This design comes from an exercise in tuning for small area, a short achievable clock period and few clock cycles per item on the open sky130 flow, not from production work.
In this exercise RTL edits were held to simulation tests only and were not proved equivalent to the original.
Power is estimated from default activity; no workload was simulated.

<file path="design.v">
`timescale 1ns / 1ps
module RV32I(
    input         clk,
    input         rst,
    output [31:0] imem_addr,
    input  [31:0] imem_rdata,
    output [31:0] dmem_addr,
    output        dmem_re,
    output        dmem_we,
    output [3:0]  dmem_wstrb,
    output [31:0] dmem_wdata,
    input  [31:0] dmem_rdata,
    output        wb_valid,
    output [4:0]  wb_rd,
    output [31:0] wb_data
    );
    reg  [31:0] pc_f;
    reg         kill_e;
    reg         rst_q;      
    reg  [31:0] a_e, b_e, t_e;
    reg  [4:0]  rd_e;
    reg         wen_e, ld_e, st_e, br_e, p_e, jmp_e, sub_e;
    reg  [2:0]  f3_e;
    reg         s_add_e, s_lt_e, s_ltu_e, s_xor_e, s_or_e, s_and_e,
                s_sll_e, s_sr_e, s_sra_e, s_t_e;
    reg         fa_m, fa_l, fa_w, fa_r;
    reg         fb_m, fb_l, fb_w, fb_r;
    reg         ft_m, ft_l, ft_w, ft_r;
    reg  [31:0] m_res, m_wdata;
    reg  [4:0]  m_rd;
    reg         m_wen, m_ld, m_re, m_we;
    reg  [3:0]  m_wstrb;
    reg  [2:0]  m_f3;
    reg  [31:0] l_res;
    reg  [4:0]  l_rd;
    reg         l_wen, l_ld;
    reg  [2:0]  l_f3;
    reg  [1:0]  l_alo;
    reg  [31:0] w_data;
    reg  [4:0]  w_rd;
    reg         w_wen;
    reg  [32*32-1:32] rfv;      
    assign imem_addr  = pc_f;
    assign dmem_addr  = m_res;
    assign dmem_re    = m_re;
    assign dmem_we    = m_we;
    assign dmem_wstrb = m_wstrb;
    assign dmem_wdata = m_wdata;
    assign wb_valid   = w_wen;
    assign wb_rd      = w_rd;
    assign wb_data    = w_data;
    wire [31:0] opa = ({32{fa_m}} & m_res) | ({32{fa_l}} & l_res) |
                      ({32{fa_w}} & w_data) | ({32{fa_r}} & a_e);
    wire [31:0] opb = ({32{fb_m}} & m_res) | ({32{fb_l}} & l_res) |
                      ({32{fb_w}} & w_data) | ({32{fb_r}} & b_e);
    wire [31:0] opt = ({32{ft_m}} & m_res) | ({32{ft_l}} & l_res) |
                      ({32{ft_w}} & w_data) | ({32{ft_r}} & t_e);
    wire [31:0] sum = opa + (opb ^ {32{sub_e}}) + {31'b0, sub_e};
    wire        ltu = (opa < opb);
    wire        lt  = ltu ^ opa[31] ^ opb[31];
    wire        eq  = (opa == opb);
    reg  [31:0] sh_in, shl;
    integer k;
    always @(*) begin
        for (k = 0; k < 32; k = k + 1)
            sh_in[k] = s_sll_e ? opa[31-k] : opa[k];
    end
    wire [32:0] sh33 = $signed({s_sra_e & opa[31], sh_in}) >>> opb[4:0];
    wire [31:0] shr  = sh33[31:0];
    always @(*) begin
        for (k = 0; k < 32; k = k + 1)
            shl[k] = shr[31-k];
    end
    wire [31:0] res =
          ({32{s_add_e}} & sum)
        | ({32{s_lt_e}}  & {31'b0, lt})
        | ({32{s_ltu_e}} & {31'b0, ltu})
        | ({32{s_xor_e}} & (opa ^ opb))
        | ({32{s_or_e}}  & (opa | opb))
        | ({32{s_and_e}} & (opa & opb))
        | ({32{s_sll_e}} & shl)
        | ({32{s_sr_e}}  & shr)
        | ({32{s_t_e}}   & t_e);
    reg taken;
    always @(*) begin
        case (f3_e)
            3'b000:  taken = eq;
            3'b001:  taken = ~eq;
            3'b100:  taken = lt;
            3'b101:  taken = ~lt;
            3'b110:  taken = ltu;
            default: taken = ~ltu;
        endcase
    end
    wire redirect = ~kill_e & (jmp_e | (br_e & (taken ^ p_e)));
    wire [31:0] target = jmp_e ? {sum[31:1], 1'b0} : t_e;
    wire [31:0] st_data = f3_e[1] ? opt :
                          f3_e[0] ? {opt[15:0], opt[15:0]} :
                                    {4{opt[7:0]}};
    wire [3:0]  st_strb = f3_e[1] ? 4'b1111 :
                          f3_e[0] ? (sum[1] ? 4'b1100 : 4'b0011) :
                                    (4'b0001 << sum[1:0]);
    reg  [31:0] ld_val;
    wire [31:0] ld_sh = dmem_rdata >> {l_alo, 3'b000};
    always @(*) begin
        case (l_f3)
            3'b000:  ld_val = {{24{ld_sh[7]}},  ld_sh[7:0]};
            3'b001:  ld_val = {{16{ld_sh[15]}}, ld_sh[15:0]};
            3'b100:  ld_val = {24'b0, ld_sh[7:0]};
            3'b101:  ld_val = {16'b0, ld_sh[15:0]};
            default: ld_val = dmem_rdata;
        endcase
    end
    wire [31:0] l_val = l_ld ? ld_val : l_res;
    wire [31:0] ins = imem_rdata;
    wire [6:0] op  = ins[6:0];
    wire [2:0] f3  = ins[14:12];
    wire [4:0] rs1 = ins[19:15];
    wire [4:0] rs2 = ins[24:20];
    wire [4:0] rd  = ins[11:7];
    wire d_lui   = (op[6:2] == 5'b01101);
    wire d_auipc = (op[6:2] == 5'b00101);
    wire d_jal   = (op[6:2] == 5'b11011);
    wire d_jalr  = (op[6:2] == 5'b11001);
    wire d_br    = (op[6:2] == 5'b11000);
    wire d_ld    = (op[6:2] == 5'b00000);
    wire d_st    = (op[6:2] == 5'b01000);
    wire d_opi   = (op[6:2] == 5'b00100);
    wire d_op    = (op[6:2] == 5'b01100);
    wire d_alu   = d_op | d_opi;
    wire d_wen   = (d_lui | d_auipc | d_jal | d_jalr | d_ld | d_alu) & (rd != 5'd0);
    wire use1    = ~(d_lui | d_auipc | d_jal);
    wire use2    = d_op | d_br;           
    wire use2t   = d_st;                  
    wire [31:0] imm_i = {{20{ins[31]}}, ins[31:20]};
    wire [31:0] imm_s = {{20{ins[31]}}, ins[31:25], ins[11:7]};
    wire [31:0] imm_u = {ins[31:12], 12'b0};
    wire [31:0] imm_j = {{12{ins[31]}}, ins[19:12], ins[20], ins[30:21], 1'b0};
    wire [12:0] imm_b = {ins[31], ins[7], ins[30:25], ins[11:8], 1'b0};
    wire [13:0] bt_lo = {1'b0, pc_f[12:0]} + {1'b0, imm_b};
    wire [18:0] pc_hp = pc_f[31:13] + 19'd1;
    wire [18:0] pc_hm = pc_f[31:13] - 19'd1;
    wire [31:0] br_tgt = {imm_b[12] ? (bt_lo[13] ? pc_f[31:13] : pc_hm)
                                    : (bt_lo[13] ? pc_hp : pc_f[31:13]),
                          bt_lo[12:0]};
    wire [31:0] pc4 = pc_f + 32'd4;
    wire        d_bp  = d_br & ins[31];
    wire [31:0] imm   = d_st ? imm_s :
                        (d_lui | d_auipc) ? imm_u :
                        d_jal ? imm_j : imm_i;
    reg  [31:0] rf1, rf2;
    integer j;
    always @(*) begin
        rf1 = 32'd0;
        rf2 = 32'd0;
        for (j = 1; j < 32; j = j + 1) begin
            rf1 = rf1 | ({32{rs1 == j[4:0]}} & rfv[32*j +: 32]);
            rf2 = rf2 | ({32{rs2 == j[4:0]}} & rfv[32*j +: 32]);
        end
    end
    wire hz1   = use1 & m_ld & m_wen & (m_rd == rs1);
    wire hz2   = (use2 | use2t) & m_ld & m_wen & (m_rd == rs2);
    wire stall = hz1 | hz2 | rst_q;
    wire e_wen = wen_e & ~kill_e;
    wire a_m = use1 & e_wen & (rd_e == rs1);
    wire a_l = use1 & m_wen & (m_rd == rs1);
    wire a_w = use1 & l_wen & (l_rd == rs1);
    wire b_m = use2 & e_wen & (rd_e == rs2);
    wire b_l = use2 & m_wen & (m_rd == rs2);
    wire b_w = use2 & l_wen & (l_rd == rs2);
    wire t_m = use2t & e_wen & (rd_e == rs2);
    wire t_l = use2t & m_wen & (m_rd == rs2);
    wire t_w = use2t & l_wen & (l_rd == rs2);
    always @(posedge clk) begin
        rst_q <= rst;
        if (rst)
            pc_f <= 32'd0;
        else if (redirect)
            pc_f <= target;
        else if (!stall)
            pc_f <= d_bp ? br_tgt : pc4;
        kill_e <= ~rst & redirect;
        if (rst || stall) begin
            wen_e <= 1'b0;
            ld_e  <= 1'b0;
            st_e  <= 1'b0;
            br_e  <= 1'b0;
            p_e   <= 1'b0;
            jmp_e <= 1'b0;
        end else begin
            wen_e <= d_wen;
            ld_e  <= d_ld;
            st_e  <= d_st;
            br_e  <= d_br;
            p_e   <= d_bp;
            jmp_e <= d_jal | d_jalr;
        end
        a_e   <= (d_jal | d_auipc) ? pc_f : d_lui ? 32'd0 : rf1;
        b_e   <= use2 ? rf2 : imm;
        t_e   <= d_st ? rf2 : (d_br & ~d_bp) ? br_tgt : pc4;
        rd_e  <= rd;
        f3_e  <= f3;
        sub_e <= d_op & (f3 == 3'b000) & ins[30];
        s_add_e <= (~d_alu & ~d_jal & ~d_jalr) | (d_alu & (f3 == 3'b000));
        s_lt_e  <= d_alu & (f3 == 3'b010);
        s_ltu_e <= d_alu & (f3 == 3'b011);
        s_xor_e <= d_alu & (f3 == 3'b100);
        s_or_e  <= d_alu & (f3 == 3'b110);
        s_and_e <= d_alu & (f3 == 3'b111);
        s_sll_e <= d_alu & (f3 == 3'b001);
        s_sr_e  <= d_alu & (f3 == 3'b101);
        s_sra_e <= ins[30] & (f3 == 3'b101);
        s_t_e   <= d_jal | d_jalr;
        fa_m <= a_m;
        fa_l <= ~a_m & a_l;
        fa_w <= ~a_m & ~a_l & a_w;
        fa_r <= ~a_m & ~a_l & ~a_w;
        fb_m <= b_m;
        fb_l <= ~b_m & b_l;
        fb_w <= ~b_m & ~b_l & b_w;
        fb_r <= ~b_m & ~b_l & ~b_w;
        ft_m <= t_m;
        ft_l <= ~t_m & t_l;
        ft_w <= ~t_m & ~t_l & t_w;
        ft_r <= ~t_m & ~t_l & ~t_w;
        if (rst) begin
            m_wen <= 1'b0;
            m_ld  <= 1'b0;
            m_re  <= 1'b0;
            m_we  <= 1'b0;
        end else begin
            m_wen <= e_wen;
            m_ld  <= ld_e & ~kill_e;
            m_re  <= ld_e & ~kill_e;
            m_we  <= st_e & ~kill_e;
        end
        m_res   <= res;
        m_rd    <= rd_e;
        m_f3    <= f3_e;
        m_wdata <= st_data;
        m_wstrb <= st_strb;
        l_wen <= ~rst & m_wen;
        l_ld  <= m_ld;
        l_res <= m_res;
        l_rd  <= m_rd;
        l_f3  <= m_f3;
        l_alo <= m_res[1:0];
        w_wen  <= ~rst & l_wen;
        w_rd   <= l_rd;
        w_data <= l_val;
    end
    integer i;
    always @(posedge clk) begin
        for (i = 1; i < 32; i = i + 1)
            if (rst_q || (l_wen && l_rd == i[4:0]))
                rfv[32*i +: 32] <= rst_q ? 32'd0 : l_val;
    end
endmodule
</file>
<file path="flow/run.sh">
#!/bin/bash
# Layout flow: the standard synthesis, then the standard ORFS steps with
# two changes in how the layout is made:
#   - timing repair aims for a larger setup slack (SETUP_SLACK_MARGIN),
#   - the port buffers are buf_2 cells instead of the default pick.
# Each tool's output goes to a log file of its own in this folder.
set -euo pipefail
W=$(pwd)
MARGIN=${MARGIN:-7}

# standard synthesis, unchanged
bash standard.sh synth > synth.log 2>&1

# remaining steps
make -C "$FLOW_HOME" DESIGN_CONFIG="$FLOW_CONFIG" WORK_HOME="$W/orfs" \
  CLKGATE_MAP_FILE= SYNTH_SCRIPT="$W/synth_recipe.tcl" \
  SETUP_SLACK_MARGIN=$MARGIN \
  "BUFFER_PORTS_ARGS=-buffer_cell sky130_fd_sc_hd__buf_2" \
  finish > layout.log 2>&1

R="$W/orfs/results/$FLOW_PLATFORM/RV32I/base"
: # left out here: write the final layout as DEF
</file>
<file path="standard.sh">
#!/bin/bash
# synth_recipe.tcl (not shown) runs the flow's synth.tcl, then flattens the netlist and writes it again
# the make line also repeats each setting of config.mk as NAME=value (left out here)
make -C /OpenROAD-flow-scripts/flow DESIGN_CONFIG=/design/flow/config.mk WORK_HOME=/design/flow/orfs CLKGATE_MAP_FILE= SYNTH_SCRIPT=/design/flow/synth_recipe.tcl "${@:-finish}"
</file>
<file path="config.mk">
export PLATFORM = sky130hd
export DESIGN_NAME = RV32I
export DESIGN_NICKNAME = RV32I
export VERILOG_FILES = /design/flow/design.v
export SDC_FILE = /design/flow/constraint.sdc
export NUM_CORES = 8
export LEC_CHECK = 0
export CAP_MARGIN = 20
export CORE_MARGIN = 2
export CORE_UTILIZATION = 40
export CTS_BUF_LIST = sky130_fd_sc_hd__clkbuf_8 sky130_fd_sc_hd__clkbuf_16
export CTS_CLUSTER_DIAMETER = 100
export CTS_CLUSTER_SIZE = 24
export SLEW_MARGIN = 20
</file>
<file path="constraint.sdc">
create_clock -name core_clock -period 11.0 [get_ports {clk}]
set_input_delay 2.2000 -clock core_clock [delete_from_list [all_inputs] [get_ports {clk}]]
set_output_delay 2.2000 -clock core_clock [all_outputs]
set_load 0.01 [all_outputs]
</file>
==> results of run 1 <==
==> final cells by class <==
| type | instances | area share, % |
|---|---|---|
| multi-input combinational | 3510 | 37.66 |
| timing repair inverter | 1 | 0.01494 |
| clock inverter | 25 | 0.3519 |
| timing repair buffer | 597 | 7.388 |
| tap | 2058 | 3.416 |
| antenna | 19 | 0.06307 |
| clock buffer | 69 | 2.276 |
| sequential | 1318 | 48.24 |
| inverter | 101 | 0.5893 |
==> what timing repair did <==
item / 4_1_cts / 5_1_grt
buffers inserted: 131 / 76
hold buffers: 0 / 0
endpoints found under the setup margin: 604 / 872
resized for setup: 490 / 328
gates cloned: 19 / 7
pin swaps: 99 / 146
==> layout by cell type (no fill, tap or decap), drive strengths merged, types with 27 or more instances in the layout <==
master / Yosys / routed
o21ai: 154 / 154
dfxtp: 326 / 326
a21oi: 185 / 185
a21o: 29 / 30
clkbuf: 346 / 78
inv: 100 / 115
nand3: 193 / 193
xor2: 78 / 78
a211oi: 46 / 46
nand4: 104 / 104
edfxtp: 992 / 992
nand2: 383 / 383
a222oi: 65 / 65
a22o: 201 / 201
buf: 67 / 578
ha: 141 / 141
and3: 27 / 27
nor4: 32 / 32
and2: 43 / 43
mux2i: 74 / 74
xnor2: 68 / 68
a22oi: 742 / 742
nor3: 63 / 63
a221o: 31 / 31
mux4: 31 / 31
nor2: 281 / 281
a31oi: 57 / 58
a221oi: 203 / 203
==> Yosys cell counts (6+ instances only) <==
cell,count,area (sq um)
a211oi_1,25,187.7
a211oi_2,21,262.8
a21o_1,29,217.7
a21oi_1,184,920.9
a221o_1,31,310.3
a221oi_1,201,1760
a222oi_1,65,650.6
a22o_1,201,1760
a22oi_1,741,5563
a311oi_1,6,52.55
a31oi_1,56,350.3
and2_1,42,262.8
and3_1,27,168.9
buf_1,55,206.5
buf_2,6,30.03
clkbuf_1,346,1299
dfxtp_1,326,6526
edfxtp_1,992,29790
ha_1,141,1764
inv_1,96,360.4
mux2_2,22,247.7
mux2i_1,74,740.7
mux4_2,31,698.2
nand2_1,382,1434
nand2b_1,24,150.1
nand3_1,193,965.9
nand3b_1,6,45.04
nand4_1,104,650.6
nor2_1,281,1055
nor2b_1,21,131.4
nor3_1,63,315.3
nor3b_1,8,60.06
nor4_1,31,193.9
o2111ai_1,14,122.6
o211ai_1,21,157.7
o21a_1,13,97.59
o21ai_0,152,760.7
o21bai_1,11,82.58
o31ai_1,12,90.09
or3_1,20,125.1
or4_1,26,195.2
xnor2_1,67,586.8
xor2_1,78,683.2
==> worst paths after layout <==
check	endpoint	slack, ns	cells past startpoint	start
worst max-delay path	pc_f[3]$_SDFFE_PP0P_	6.71	19	fb_m$_DFF_P_
worst min-delay path	l_f3[2]$_DFF_P_	0.34	0	m_f3[2]$_DFF_P_
worst max register to register	pc_f[3]$_SDFFE_PP0P_	6.71	19	fb_m$_DFF_P_
worst min register to register	l_f3[2]$_DFF_P_	0.34	0	m_f3[2]$_DFF_P_
==> per-stage QoR <==
step	std cells	power (mW)	hold slack [ns]	setup slack, ns	util [%]
5_1_grt	7680	14.19	0.3445	6.670	48.23
3_5_place_dp	7352	10.26	0.3147	4.956	43.06
3_3_place_gp	7352	10.22	0.3120	4.958	43.06
6_report	7698	13.98	0.3359	6.706	48.26
4_1_cts	7596	13.38	0.3375	6.756	46.80
2_1_floorplan	5340	8.594	0.3096	6.530	-
==> cell families (layout without fill, tap and decap cells) <==
family | after synthesis | in the layout | share of synthesized area [%]
flops | 1318 | 1318 | 57.71
simple gates | 1253 | 1253 | 9.501
xor+xnor | 146 | 146 | 2.044
buf+inv | 514 | 793 | 3.132
mux | 127 | 127 | 2.681
fa+ha+maj | 143 | 143 | 2.867
other cells | 0 | 19 | 0
compound gates | 1839 | 1841 | 22.06
==> critical path, cell delays in order, from the launching register on <==
cell,delay [ns]
dfxtp_4,0.39
buf_12,0.16
buf_12,0.15
a22oi_2,0.20
nand2_4,0.13
ha_4,0.32
nor2b_4,0.04
o21a_1,0.19
o31ai_4,0.42
a41oi_4,0.23
or3b_4,0.47
a211oi_4,0.26
buf_12,0.17
xnor2_4,0.08
a31o_4,0.25
buf_12,0.15
buf_16,0.15
buf_4,0.14
a211oi_2,0.18
a211oi_2,0.05
==> power by group <==
part           internal [mW]  switching (mW)
Sequential              6.57           0.934
Combinational           1.14            2.37
Clock                   1.20            1.76
==> registers in the layout, indices dropped and copies added, names as in the netlist, 4 cells and up <==
| name | count |
|---|---|
| w_data | 32 |
| l_res | 31 |
| b_e | 32 |
| l_rd | 5 |
| m_res | 32 |
| a_e | 32 |
| m_wdata | 32 |
| m_rd | 5 |
| t_e | 32 |
| m_wstrb | 4 |
| pc_f | 32 |
| rfv | 992 |
| rd_e | 5 |
| w_rd | 5 |
==> per-layer routing <==
| metal | part of all wire (%) | track usage [%] | vias up |
|---|---|---|---|
| met5 | 0.13 | 1.219 | - |
| met4 | 11 | 33.78 | 25 |
| met3 | 17 | 20.50 | 2107 |
| met2 | 40 | 58.10 | 6558 |
| met1 | 32 | 47.88 | 28732 |
| li1 | - | - | 21877 |
==> key figures, run 1 <==
Worst setup path
  – CP Max Fanout: 8
  – Startpoint types: flip-flop
  – CP endpoint kind: flip-flop
  – Critical Path AT: 4.92 ns
  – Kind of critical path: reg2reg
  – CP required: approximately 12 ns

Synthesis
  – Synth warn: 1
  – Synth Instances: about 5300
  – Synthesized net count: about 5500
  – Post-synth EDFFs: 992
  – Syn_area_per_cell: 11.78 sq um
  – Async S/R FF share, synth: 0%
  – Post-synthesis cell type count: 92
  – Register area share after synthesis: between 50% and 60%
  – Synthesized cell area: ~63000 sq um
  – Main synth FF type: edfxtp_1
  – Yosys reg bits: 1318

CTS
  – Clk sinks: 1318
  – TritonCTS clock tree: done
  – Maximum buffer depth of the clock tree: 3
  – H-Tree Depth: 3
  – Root Buffer: clkbuf_16
  – Total CTS buffers: 67
  – CTS clock-pin slew for the worst setup and hold paths: approximately 0.1 ns
  – Worst skew pair latency: roughly 0.77 ns

Place
  – DP Area: just under 70000 sq um
  – Dpl hpwl: a little under 200 mm
  – GPL Wtd Cong: 1.059
  – Input/output buffers: 203

Timing
  – Crit share post-route: approximately two fifths
  – F_max: ~230 MHz
  – # setup viols final: 0
  – Fin. max-slew vios: 0
  – Unrepaired setup endpoints after global routing: yes
  – Final Hold Violating Endpoints: 0
  – Slew HR: roughly 18%
  – Clk_skew: between 0.04 and 0.05 ns
  – Worst slew pin tran: roughly 1.2 ns
  – Setup TNS: 0 ns
  – Period minus WS final: ~4.3 ns

Drt
  – Antenna Violating Nets Remaining: 0
  – Routed vias/inst: slightly below 8
  – Via count: 59299
  – 1st-iter DRT viols: between 10000 and 15000
  – Avg WL per Cell: roughly 45 um
  – Drt pass-1 iters: 11
  – Drt drc: 0
  – Final WL: approximately 350 mm

Flow run
  – Max-cap violation count: 0

Final layout
  – Layout cells sized above 1: roughly a quarter
  – Post-route cell area: about 75000 sq um
  – Fill count: ~14000
  – Fin nets: approximately 5800
  – Sequential cell area: around 36000 sq um
  – Syn-to-layout area delta: 19.80%
  – Area occupied by multi-input gates: 28390 sq um

Global routing
  – Total track usage: a little over two fifths
  – Vias in the first global route: between 50000 and 60000
  – Largest net degree at the start of global routing: 52
  – First-pass GRT wire length: around 460 mm
  – Initial antenna violation count: 26
  – Gr ovfl total: 0

Power
  – Pwr/cell area: between 150 and 200 nW/um^2
  – Leakage Power: 26.90 nW
  – Peak supply drop: 0.1320 mV

Die
  – CORE AREA: 156200 sq um
  – Die H: between 400 and 500 um
  – Die area: around 160000 sq um
  – Die X-Extent: around 400 um
  – Row count: about 150
  – Initial Util: between 40% and 50%
  – Boundary Pins: 206

Worst hold path
  – HP Class: reg2reg

Status
  – Status: timing/DRC/antenna clean
Testbench counts, summed over its fixed seeds: cycles 81,143, instrs 73,713.
==> run 2: changes to the inputs <==
--- a/config.mk
+++ b/config.mk
@@ -9,6 +9,6 @@
 export CORE_MARGIN = 2
 export CORE_UTILIZATION = 40
 export CTS_BUF_LIST = sky130_fd_sc_hd__clkbuf_8 sky130_fd_sc_hd__clkbuf_16
-export CTS_CLUSTER_DIAMETER = 100
-export CTS_CLUSTER_SIZE = 24
+export CTS_CLUSTER_DIAMETER = 80
+export CTS_CLUSTER_SIZE = 20
 export SLEW_MARGIN = 20
==> key figures, run 2 <==
Status
  – Status: timing/DRC/antenna clean

Place
  – DP Cell Count: 7352 (unchanged)
  – GPL Wtd Cong: 1.059 (unchanged)
  – Input/output buffers: 203 (unchanged)
  – Dpl hpwl: 196.1 mm (unchanged)

Flow run
  – Max-cap violation count: 0 (unchanged)

Synthesis
  – Async S/R FF share, synth: 0% (unchanged)
  – Synth top area cells: edfxtp_1 47%, dfxtp_1 10%, a22oi_1 8.8%
  – Synthesized cell area: 62920 sq um (unchanged)
  – Synthesized net count: 5549 (unchanged)
  – Register area share after synthesis: 57.71% (unchanged)
  – Yosys reg bits: 1318 (unchanged)
  – Area leader, netlist: edfxtp_1
  – Synth top area share: 47.34% (unchanged)
  – Synth warn: 1 (unchanged)
  – Main synth FF type: edfxtp_1
  – Post-synth top cells: 992 x edfxtp_1, 741 x a22oi_1, 382 x nand2_1, 346 x clkbuf_1, 326 x dfxtp_1
  – Synth Instances: 5340 (unchanged)
  – Post-synth EDFFs: 992 (unchanged)
  – Syn_area_per_cell: 11.78 sq um (unchanged)
  – Count leader, synth: edfxtp_1
  – Post-synthesis cell type count: 92 (unchanged)

Worst hold path
  – Worst hold endpoint: l_f3[0]$_DFF_P_
  – Hold Path Depth: 0 (unchanged)
  – HP Class: reg2reg
  – Hold path startpoint: m_f3[0]$_DFF_P_

Die
  – Die X-Extent: 400.6 um (unchanged)
  – Row count: 145 (unchanged)
  – Die H: 400.6 um (unchanged)
  – Initial Util: 40.28% (unchanged)
  – Boundary Pins: 206 (unchanged)
  – Die area: 160500 sq um (unchanged)
  – CORE AREA: 156200 sq um (unchanged)

Timing
  – Crit share post-route: 39.63% (+0.59 points)
  – Worst slew pin tran: 1.243 ns (+0.006901 ns)
  – Clk_skew: 0.06360 ns (+0.01593 ns)
  – Period minus WS final: 4.359 ns (+0.06499 ns)
  – Slew HR: 17.10% (-0.46 points)
  – Setup TNS: 0 ns (unchanged)
  – Fin. max-slew vios: 0 (unchanged)
  – F_max: 229.4 MHz (-1.5%)
  – Final Hold Violating Endpoints: 0 (unchanged)
  – # setup viols final: 0 (unchanged)
  – Unrepaired setup endpoints after global routing: yes

Worst setup path
  – Critical Path AT: 5.00 ns (+0.08 ns)
  – Crit-path max cell delay: 0.67 ns (+0.20 ns)
  – Crit Reg-Reg Endpoint: pc_f[2]$_SDFFE_PP0P_
  – Kind of critical path: in2reg
  – Startpoint types: primary input
  – CP Max Fanout: 6 (-2)
  – CP required: 11.64 ns (+0.02 ns)
  – R2R cell count: 21 (+2)
  – CP endpoint kind: flip-flop
  – Critical R2R Launch: fb_w$_DFF_P_
  – Crit path cell chain: buf_2 -> ha_2 -> o21a_2 -> o21ai_4 -> a21o_4 -> a21o_4 -> nor3b_4 -> a32oi_2 -> o21ai_4 -> xnor2_1 -> o21ai_1
  – R2r setup slk: 6.68 ns (-0.03 ns)
  – CP max-delay cell: o21ai_4

Drt
  – Via count: 59109 (-0.32%)
  – 1st-iter DRT viols: 13014 (+2.7%)
  – Drt pass-1 iters: 12 (+1)
  – Antenna Violating Nets Remaining: 0 (unchanged)
  – Avg WL per Cell: 45.26 um (-0.24%)
  – Final WL: 348.8 mm (-0.14%)
  – Routed vias/inst: 7.671 (-0.42%)
  – Drt drc: 0 (unchanged)

Global routing
  – Largest net degree at the start of global routing: 52 (unchanged)
  – Gr ovfl total: 0 (unchanged)
  – Total track usage: 41.60% (about the same)
  – First-pass GRT wire length: 461.7 mm (about the same)
  – Vias in the first global route: 54545 (+0.34%)
  – Initial antenna violation count: 35 (+35%)

CTS
  – TritonCTS clock tree: done
  – CTS clock-pin slew for the worst setup and hold paths: 0.09 ns (about the same)
  – Clk sinks: 1318 (unchanged)
  – Worst skew pair latency: 0.78 ns (about the same)
  – H-Tree Depth: 3 (unchanged)
  – Maximum buffer depth of the clock tree: 3 (unchanged)
  – Total CTS buffers: 83 (+24%)
  – Hold-fix buffers, CTS: 0 (unchanged)
  – Root Buffer: clkbuf_16

Power
  – Leakage Power: 26.93 nW (+0.10%)
  – Pwr/cell area: 189.4 nW/um^2 (+2.1%)
  – Peak supply drop: 0.1758 mV (+33%)

Final layout
  – Commonest non-fill, non-tap cell in the layout: edfxtp_1
  – Fin nets: 5800 (-0.086%)
  – Layout cells sized above 1: 23.63% (-0.30 points)
  – Most flops, register: rfv
  – Most frequent cells in the layout: 992 x edfxtp_1, 709 x a22oi_1, 317 x nand2_1
  – Max reg flops: 992 (unchanged)
  – Non-Filler Instances: 7706 (+0.10%)
  – Syn-to-layout area delta: 19.89% (about the same)
## run 2: cell count changes in the layout (fill, tap and decap cells not counted), sizes merged
cell,delta
clkinv,+7
diode,+4
buf,-15
bufbuf,-2
clkbuf,+11
a31oi,-1
nand2,+1
inv,+2
clkinvlp,+1
## run 2: layer usage
layer	up-vias	GRT usage, %	share of wire (%)
met4	40	33.04	10
met5	-	0.8029	0.11
li1	21867	-	-
met3	1992	20.77	17
met1	28647	47.85	32
met2	6563	58.29	40
## run 2: power by group
part | total [mW] | internal [mW] | switching [mW]
sequential | 7.51 | 6.58 | 0.932
clock | 3.30 | 1.46 | 1.84
combinational | 3.48 | 1.10 | 2.38
## run 2: timing repair
action,4_1_cts,5_1_grt
setup endpoints to repair,605,837
pin swaps,122,102
resized for setup,525,246
buffers inserted,130,61
cloned,15,6
## run 2: logic make-up (layout without fill, tap and decap cells)
logic type               after synthesis  in the layout  synth area share [%]
AO/OA/AOI/OAI                       1839           1840                 22.06
flip-flops                          1318           1318                 57.71
AND/OR/NAND/NOR                     1253           1254                 9.501
buffers and inverters                514            797                 3.132
XOR/XNOR                             146            146                 2.044
adder cells (fa/ha/maj)              143            143                 2.867
multiplexers                         127            127                 2.681
other                                  0             23                     0
## run 2: final cells by class
| cell class | instances | area (sq um) |
|---|---|---|
| fill | 13826 | 80770 |
| sequential | 1318 | 36360 |
| multi-input combinational | 3510 | 28210 |
| timing repair buffer | 576 | 5291 |
| tap | 2058 | 2575 |
| clock buffer | 84 | 2091 |
| inverter | 101 | 444.2 |
| clock inverter | 35 | 396.6 |
| antenna | 23 | 57.56 |
| timing repair inverter | 1 | 11.26 |
## run 2: through the flow
stage	setup slack [ns]	power (mW)	area, sq um	hold WS [ns]	utilization [%]
finish	6.641	14.29	75430	0.3338	48.29
global route	6.646	14.50	75380	0.3423	48.25
CTS	6.788	13.76	73750	0.3339	47.21
detailed placement	4.956	10.26	67260	0.3147	43.06
global placement	4.958	10.22	67260	0.3120	43.06
floorplan	6.530	8.594	63850	0.3096	-
## run 2: worst max path at each step
stage,endpoint,startpoint,slack (ns)
after detailed placement,pc_f[2]$_SDFFE_PP0P_,fb_m$_DFF_P_,4.96
after CTS,m_res[31]$_DFF_P_,fb_w$_DFF_P_,6.79
final,t_e[23]$_DFF_P_,imem_rdata[11],6.64
after global placement,pc_f[2]$_SDFFE_PP0P_,fb_w$_DFF_P_,4.96
after global routing,pc_f[29]$_SDFFE_PP0P_,fb_m$_DFF_P_,6.65
after floorplan,t_e[25]$_DFF_P_,imem_rdata[8],6.53
## run 2: worst max-delay path: cells and delay by family
family,cells,cell delay [ns]
buffers and inverters,1,0.23
AND/OR/NAND/NOR,1,0.24
AO/OA/AOI/OAI,7,1.64
XOR/XNOR,1,0.20
adder cells (fa/ha/maj),1,0.46
==> run 3: changes to the inputs <==
--- a/design.v
+++ b/design.v
@@ -19,7 +19,8 @@
     reg         rst_q;      
     reg  [31:0] a_e, b_e, t_e;
     reg  [4:0]  rd_e;
-    reg         wen_e, ld_e, st_e, br_e, p_e, jmp_e, sub_e;
+    reg         wen_e, ld_e, st_e, jmp_e, sub_e;
+    reg         c_eq, c_ne, c_lt, c_ge, c_ltu, c_geu;    
     reg  [2:0]  f3_e;
     reg         s_add_e, s_lt_e, s_ltu_e, s_xor_e, s_or_e, s_and_e,
                 s_sll_e, s_sr_e, s_sra_e, s_t_e;
@@ -81,18 +82,8 @@
         | ({32{s_sll_e}} & shl)
         | ({32{s_sr_e}}  & shr)
         | ({32{s_t_e}}   & t_e);
-    reg taken;
-    always @(*) begin
-        case (f3_e)
-            3'b000:  taken = eq;
-            3'b001:  taken = ~eq;
-            3'b100:  taken = lt;
-            3'b101:  taken = ~lt;
-            3'b110:  taken = ltu;
-            default: taken = ~ltu;
-        endcase
-    end
-    wire redirect = ~kill_e & (jmp_e | (br_e & (taken ^ p_e)));
+    wire redirect = (c_eq & eq) | (c_ne & ~eq) | (c_lt & lt) | (c_ge & ~lt) |
+                    (c_ltu & ltu) | (c_geu & ~ltu);
     wire [31:0] target = jmp_e ? {sum[31:1], 1'b0} : t_e;
     wire [31:0] st_data = f3_e[1] ? opt :
                           f3_e[0] ? {opt[15:0], opt[15:0]} :
@@ -140,11 +131,12 @@
     wire [13:0] bt_lo = {1'b0, pc_f[12:0]} + {1'b0, imm_b};
     wire [18:0] pc_hp = pc_f[31:13] + 19'd1;
     wire [18:0] pc_hm = pc_f[31:13] - 19'd1;
-    wire [31:0] br_tgt = {imm_b[12] ? (bt_lo[13] ? pc_f[31:13] : pc_hm)
-                                    : (bt_lo[13] ? pc_hp : pc_f[31:13]),
-                          bt_lo[12:0]};
-    wire [31:0] pc4 = pc_f + 32'd4;
+    wire [31:0] fw_tgt = {bt_lo[13] ? pc_hp : pc_f[31:13], bt_lo[12:0]};
+    wire [31:0] bw_tgt = {bt_lo[13] ? pc_f[31:13] : pc_hm, bt_lo[12:0]};
+    wire [11:0] pc4_lo = {1'b0, pc_f[12:2]} + 12'd1;
+    wire [31:0] pc4 = {pc4_lo[11] ? pc_hp : pc_f[31:13], pc4_lo[10:0], pc_f[1:0]};
     wire        d_bp  = d_br & ins[31];
+    wire [2:0]  fr   = {f3[2:1], f3[0] ^ d_bp};
     wire [31:0] imm   = d_st ? imm_s :
                         (d_lui | d_auipc) ? imm_u :
                         d_jal ? imm_j : imm_i;
@@ -161,6 +153,7 @@
     wire hz1   = use1 & m_ld & m_wen & (m_rd == rs1);
     wire hz2   = (use2 | use2t) & m_ld & m_wen & (m_rd == rs2);
     wire stall = hz1 | hz2 | rst_q;
+    wire        go_c = ~rst & ~stall & ~redirect;
     wire e_wen = wen_e & ~kill_e;
     wire a_m = use1 & e_wen & (rd_e == rs1);
     wire a_l = use1 & m_wen & (m_rd == rs1);
@@ -178,26 +171,28 @@
         else if (redirect)
             pc_f <= target;
         else if (!stall)
-            pc_f <= d_bp ? br_tgt : pc4;
+            pc_f <= d_bp ? bw_tgt : pc4;
         kill_e <= ~rst & redirect;
+        c_eq  <= go_c & ((d_br & (fr == 3'b000)) | d_jal | d_jalr);
+        c_ne  <= go_c & ((d_br & (fr == 3'b001)) | d_jal | d_jalr);
+        c_lt  <= go_c & d_br & (fr == 3'b100);
+        c_ge  <= go_c & d_br & (fr == 3'b101);
+        c_ltu <= go_c & d_br & (fr == 3'b110);
+        c_geu <= go_c & d_br & (fr == 3'b111);
         if (rst || stall) begin
             wen_e <= 1'b0;
             ld_e  <= 1'b0;
             st_e  <= 1'b0;
-            br_e  <= 1'b0;
-            p_e   <= 1'b0;
             jmp_e <= 1'b0;
         end else begin
             wen_e <= d_wen;
             ld_e  <= d_ld;
             st_e  <= d_st;
-            br_e  <= d_br;
-            p_e   <= d_bp;
             jmp_e <= d_jal | d_jalr;
         end
         a_e   <= (d_jal | d_auipc) ? pc_f : d_lui ? 32'd0 : rf1;
         b_e   <= use2 ? rf2 : imm;
-        t_e   <= d_st ? rf2 : (d_br & ~d_bp) ? br_tgt : pc4;
+        t_e   <= d_st ? rf2 : (d_br & ~d_bp) ? fw_tgt : pc4;
         rd_e  <= rd;
         f3_e  <= f3;
         sub_e <= d_op & (f3 == 3'b000) & ins[30];
==> key figures, run 3 <==
Status
  – Status: timing/DRC/antenna clean

Final layout
  – Commonest non-fill, non-tap cell in the layout: edfxtp_1
  – Post-route cell area: 76230 sq um (+1.1%)
  – Most frequent cells in the layout: 992 x edfxtp_1, 666 x a22oi_1, 326 x nand2_1
  – Layout cells sized above 1: 23.12% (-0.51 points)
  – Fin nets: 5923 (+2.1%)
  – Max reg flops: 992 (unchanged)
  – Non-Filler Instances: 7849 (+1.9%)
  – Syn-to-layout area delta: 20.15%
  – Fill count: 13971 (+1.0%)
  – Most flops, register: rfv

CTS
  – TritonCTS clock tree: done
  – Clk sinks: 1322 (+0.30%)
  – Hold-fix buffers, CTS: 0 (unchanged)
  – H-Tree Depth: 3 (unchanged)
  – Total CTS buffers: 84 (+1.2%)
  – Maximum buffer depth of the clock tree: 3 (unchanged)
  – CTS clock-pin slew for the worst setup and hold paths: 0.09 ns (about the same)
  – Root Buffer: clkbuf_16
  – Worst skew pair latency: 0.79 ns (about the same)

Synthesis
  – Count leader, synth: edfxtp_1
  – Main synth FF type: edfxtp_1
  – Synth warn: 1 (unchanged)
  – Syn_area_per_cell: 11.71 sq um (-0.58%)
  – Post-synth EDFFs: 992 (unchanged)
  – Register area share after synthesis: 57.36% (-0.35 points)
  – Synth top area share: 46.95% (-0.39 points)
  – Synthesized net count: 5625 (+1.4%)
  – Yosys reg bits: 1322 (+0.30%)
  – Post-synth top cells: 992 x edfxtp_1, 681 x a22oi_1, 370 x nand2_1, 344 x clkbuf_1, 330 x dfxtp_1
  – Synth top area cells: edfxtp_1 47%, dfxtp_1 10%, a22oi_1 8.1%
  – Synthesized cell area: 63450 sq um (+0.84%)
  – Async S/R FF share, synth: 0% (unchanged)
  – Post-synthesis cell type count: 88 (-4.3%)
  – Area leader, netlist: edfxtp_1
  – Synth Instances: 5416 (+1.4%)

Global routing
  – Gr ovfl total: 0 (unchanged)
  – Vias in the first global route: 54713 (+0.31%)
  – Initial antenna violation count: 40 (+14%)
  – First-pass GRT wire length: 466.4 mm (+1.0%)
  – Largest net degree at the start of global routing: 56 (+7.7%)
  – Total track usage: 42.01% (+0.41 points)

Timing
  – Slew HR: 21.81% (+4.7 points)
  – Final worst slack: 6.540 ns (-0.1005 ns)
  – Worst hold margin: 0.3333 ns (-0.0005910 ns)
  – Clk_skew: 0.07625 ns (+0.01265 ns)
  – Period minus WS final: 4.460 ns (+0.1005 ns)
  – F_max: 224.2 MHz (-2.3%)
  – Worst slew pin tran: 1.173 ns (-0.07052 ns)
  – Setup TNS: 0 ns (unchanged)
  – Fin. max-slew vios: 0 (unchanged)
  – Final Hold Violating Endpoints: 0 (unchanged)
  – # setup viols final: 0 (unchanged)
  – Crit share post-route: 40.54% (+0.91 points)
  – Unrepaired setup endpoints after global routing: yes

Worst setup path
  – Kind of critical path: reg2reg
  – CP max-delay cell: or4_4
  – Crit path cell chain: buf_12 -> a22o_4 -> a221oi_4 -> inv_2 -> ha_4 -> or4_4 -> nor4_4 -> buf_4 -> a21boi_4 -> o31ai_4 -> o2111ai_4 -> a221oi_4 -> a211o_4 -> buf_12 -> a211oi_4 -> a311oi_2
  – Worst Setup SP: fa_w$_DFF_P_
  – Critical Path AT: 5.07 ns (+0.07 ns)
  – CP required: 11.61 ns (-0.03 ns)
  – Crit-path max cell delay: 0.58 ns (-0.09 ns)
  – Critical R2R Launch: fa_w$_DFF_P_
  – Startpoint types: flip-flop
  – CP Max Fanout: 8 (+2)
  – CP endpoint kind: flip-flop

Power
  – Leakage Power: 27.29 nW (+1.3%)
  – Sequential power share: 49.2% (-3.4 points)
  – Sw Pwr: 6.487 mW (+26%)
  – Clock power frac: 20.7% (-2.4 points)
  – Peak supply drop: 0.1754 mV (-0.23%)
  – P_int: 9.954 mW (+9.0%)
  – Comb pwr share: 30.1% (+5.8 points)
  – Switching Share: 39.45% (+3.4 points)
  – Pwr/cell area: 215.7 nW/um^2 (+14%)

Die
  – Die H: 402.3 um (+0.41%)
  – Die X-Extent: 402.3 um (+0.41%)
  – Initial Util: 40.15% (-0.13 points)
  – Die area: 161800 sq um (+0.83%)
  – CORE AREA: 158000 sq um (+1.2%)
  – Boundary Pins: 206 (unchanged)
  – Row count: 146 (+0.69%)

Place
  – Worst slack, placed: 4.712 ns (-0.2434 ns)
  – GPL Wtd Cong: 1.039 (-2.0%)
  – DP Area: 67800 sq um (+0.81%)
  – DP Cell Count: 7441 (+1.2%)
  – Dpl hpwl: 205.5 mm (+4.8%)
  – Input/output buffers: 203 (unchanged)

Flow run
  – Max-cap violation count: 0 (unchanged)

Drt
  – Final WL: 355.2 mm (+1.8%)
  – Drt pass-1 iters: 13 (+1)
  – Routed vias/inst: 7.616 (-0.71%)
  – 1st-iter DRT viols: 12624 (-3.0%)
  – Antenna Violating Nets Remaining: 0 (unchanged)
  – Drt drc: 0 (unchanged)
  – Via count: 59776 (+1.1%)
  – Avg WL per Cell: 45.26 um (about the same)

Worst hold path
  – Hold path startpoint: f3_e[2]$_DFF_P_
  – HP Class: reg2reg
-- run 3: cell count changes after synthesis, sizes merged, moves of 14 or more --
cell / delta
a22oi: -59
a221oi: +31
o211ai: +25
a22o: +24
o21ai: +24
xor2: -21
nor2: +17
xnor2: +17
and3: -16
nand3: -16
inv: +15
a211oi: -14
mux2: +14
nor3: +14
-- run 3: kinds of logic (layout without fill, tap and decap cells) --
group / Yosys count / in the layout / share of synthesized area (%)
AO/OA/AOI/OAI: 1876 / 1876 / 22.16
flip-flops: 1322 / 1322 / 57.36
AND/OR/NAND/NOR: 1255 / 1256 / 9.395
buffers and inverters: 531 / 862 / 3.224
multiplexers: 147 / 148 / 3.061
adder cells (fa/ha/maj): 143 / 143 / 2.844
XOR/XNOR: 142 / 142 / 1.960
other: 0 / 28 / 0
-- run 3: area by class of cell --
class / instances / area (sq um) / share of cell area [%]
tap: 2072 / 2592 / 3.401
sequential: 1322 / 36440 / 47.79
clock buffer: 88 / 2168 / 2.844
inverter: 117 / 518.0 / 0.6795
clock inverter: 33 / 442.9 / 0.5810
multi-input combinational: 3565 / 28280 / 37.10
timing repair buffer: 623 / 5715 / 7.497
antenna: 28 / 70.07 / 0.09191
timing repair inverter: 1 / 8.758 / 0.01149
-- run 3: timing repair --
action,CTS,global route
pin swaps,109,98
endpoints found under the setup margin,720,714
setup buffers,142,86
resized for setup,467,225
cloned,19,11
-- run 3: metrics by stage --
step	power [mW]	util (%)
after floorplan	9.532	-
after global placement	11.85	42.90
after detailed placement	11.89	42.91
after CTS	15.76	46.95
after global routing	16.68	48.20
final	16.44	48.25
-- run 3: power groups by stage --
| stage | Sequential [mW] | Combinational (mW) | Clock, mW |
|---|---|---|---|
| floorplan | 7.44 | 2.10 | 0 |
| global placement | 8.04 | 3.81 | 0 |
| detailed placement | 8.04 | 3.85 | 0 |
| CTS | 7.95 | 4.44 | 3.37 |
| global route | 8.08 | 5.05 | 3.55 |
| finish | 8.09 | 4.94 | 3.40 |
-- run 3: final timing paths --
kind | slack (ns) | to | depth (start not counted)
setup / recovery | 6.54 | pc_f[29]$_SDFFE_PP0P_ | 16
hold / removal | 0.33 | m_f3[2]$_DFF_P_ | 0
setup reg to reg | 6.54 | pc_f[29]$_SDFFE_PP0P_ | 16
hold reg to reg | 0.33 | m_f3[2]$_DFF_P_ | 0
-- run 3: metal layers --
metal  global-route usage [%]  wire length (um)  vias up
met3                    20.16             59010     2082
li1                         -                 -    22242
met5                   0.3866               542        -
met1                    47.46            112200    28807
met4                    35.44             40230       30
met2                    59.56            143300     6615
-- run 3: critical path: cells and delay by family, from the launching register on --
kind                       cells  cell delay (ns)
and+or+nand+nor                2             0.73
adders and majority gates      1             0.24
buffers and inverters          4             0.64
DFF                            1             0.40
AOI/OAI and AO/OA              9             2.27
Testbench counts of run 3, summed over its fixed seeds: cycles 81,143, instrs 73,713.

==> afterwards: timing with drivers on the ports <==
The results above use ideal ports. As a check the final layouts listed here were re-extracted and re-timed, cells and wires unchanged.
Step 1 sets driving cells, clkbuf_16 on the clock port and buf_2 on the other inputs (assumed; they add their load-dependent delay and slew).
Step 2 moves the port delays by t, midway between the first and last clock arrival at a register: inputs arrive t later, outputs are due t later. That takes back most of the time a late clock gives input paths.
Three values: ideal, step 1, step 2; two values: the first two.
| run | shift t [ns] | setup slack, ns | worst setup path at the end |
|---|---|---|---|
| run 1 | 0.828 | 6.706 / 6.563 / 5.735 | input to register |
| run 2 | 0.832 | 6.641 / 6.482 / 5.651 | input to register |
| run 3 | 0.839 | 6.540 / 6.431 / 5.592 | input to register |
After both steps setup and hold are still met in every run listed. For run 2, which loses most, drivers alone change the setup slack by -0.159 ns; drivers and shift together by -0.990 ns.
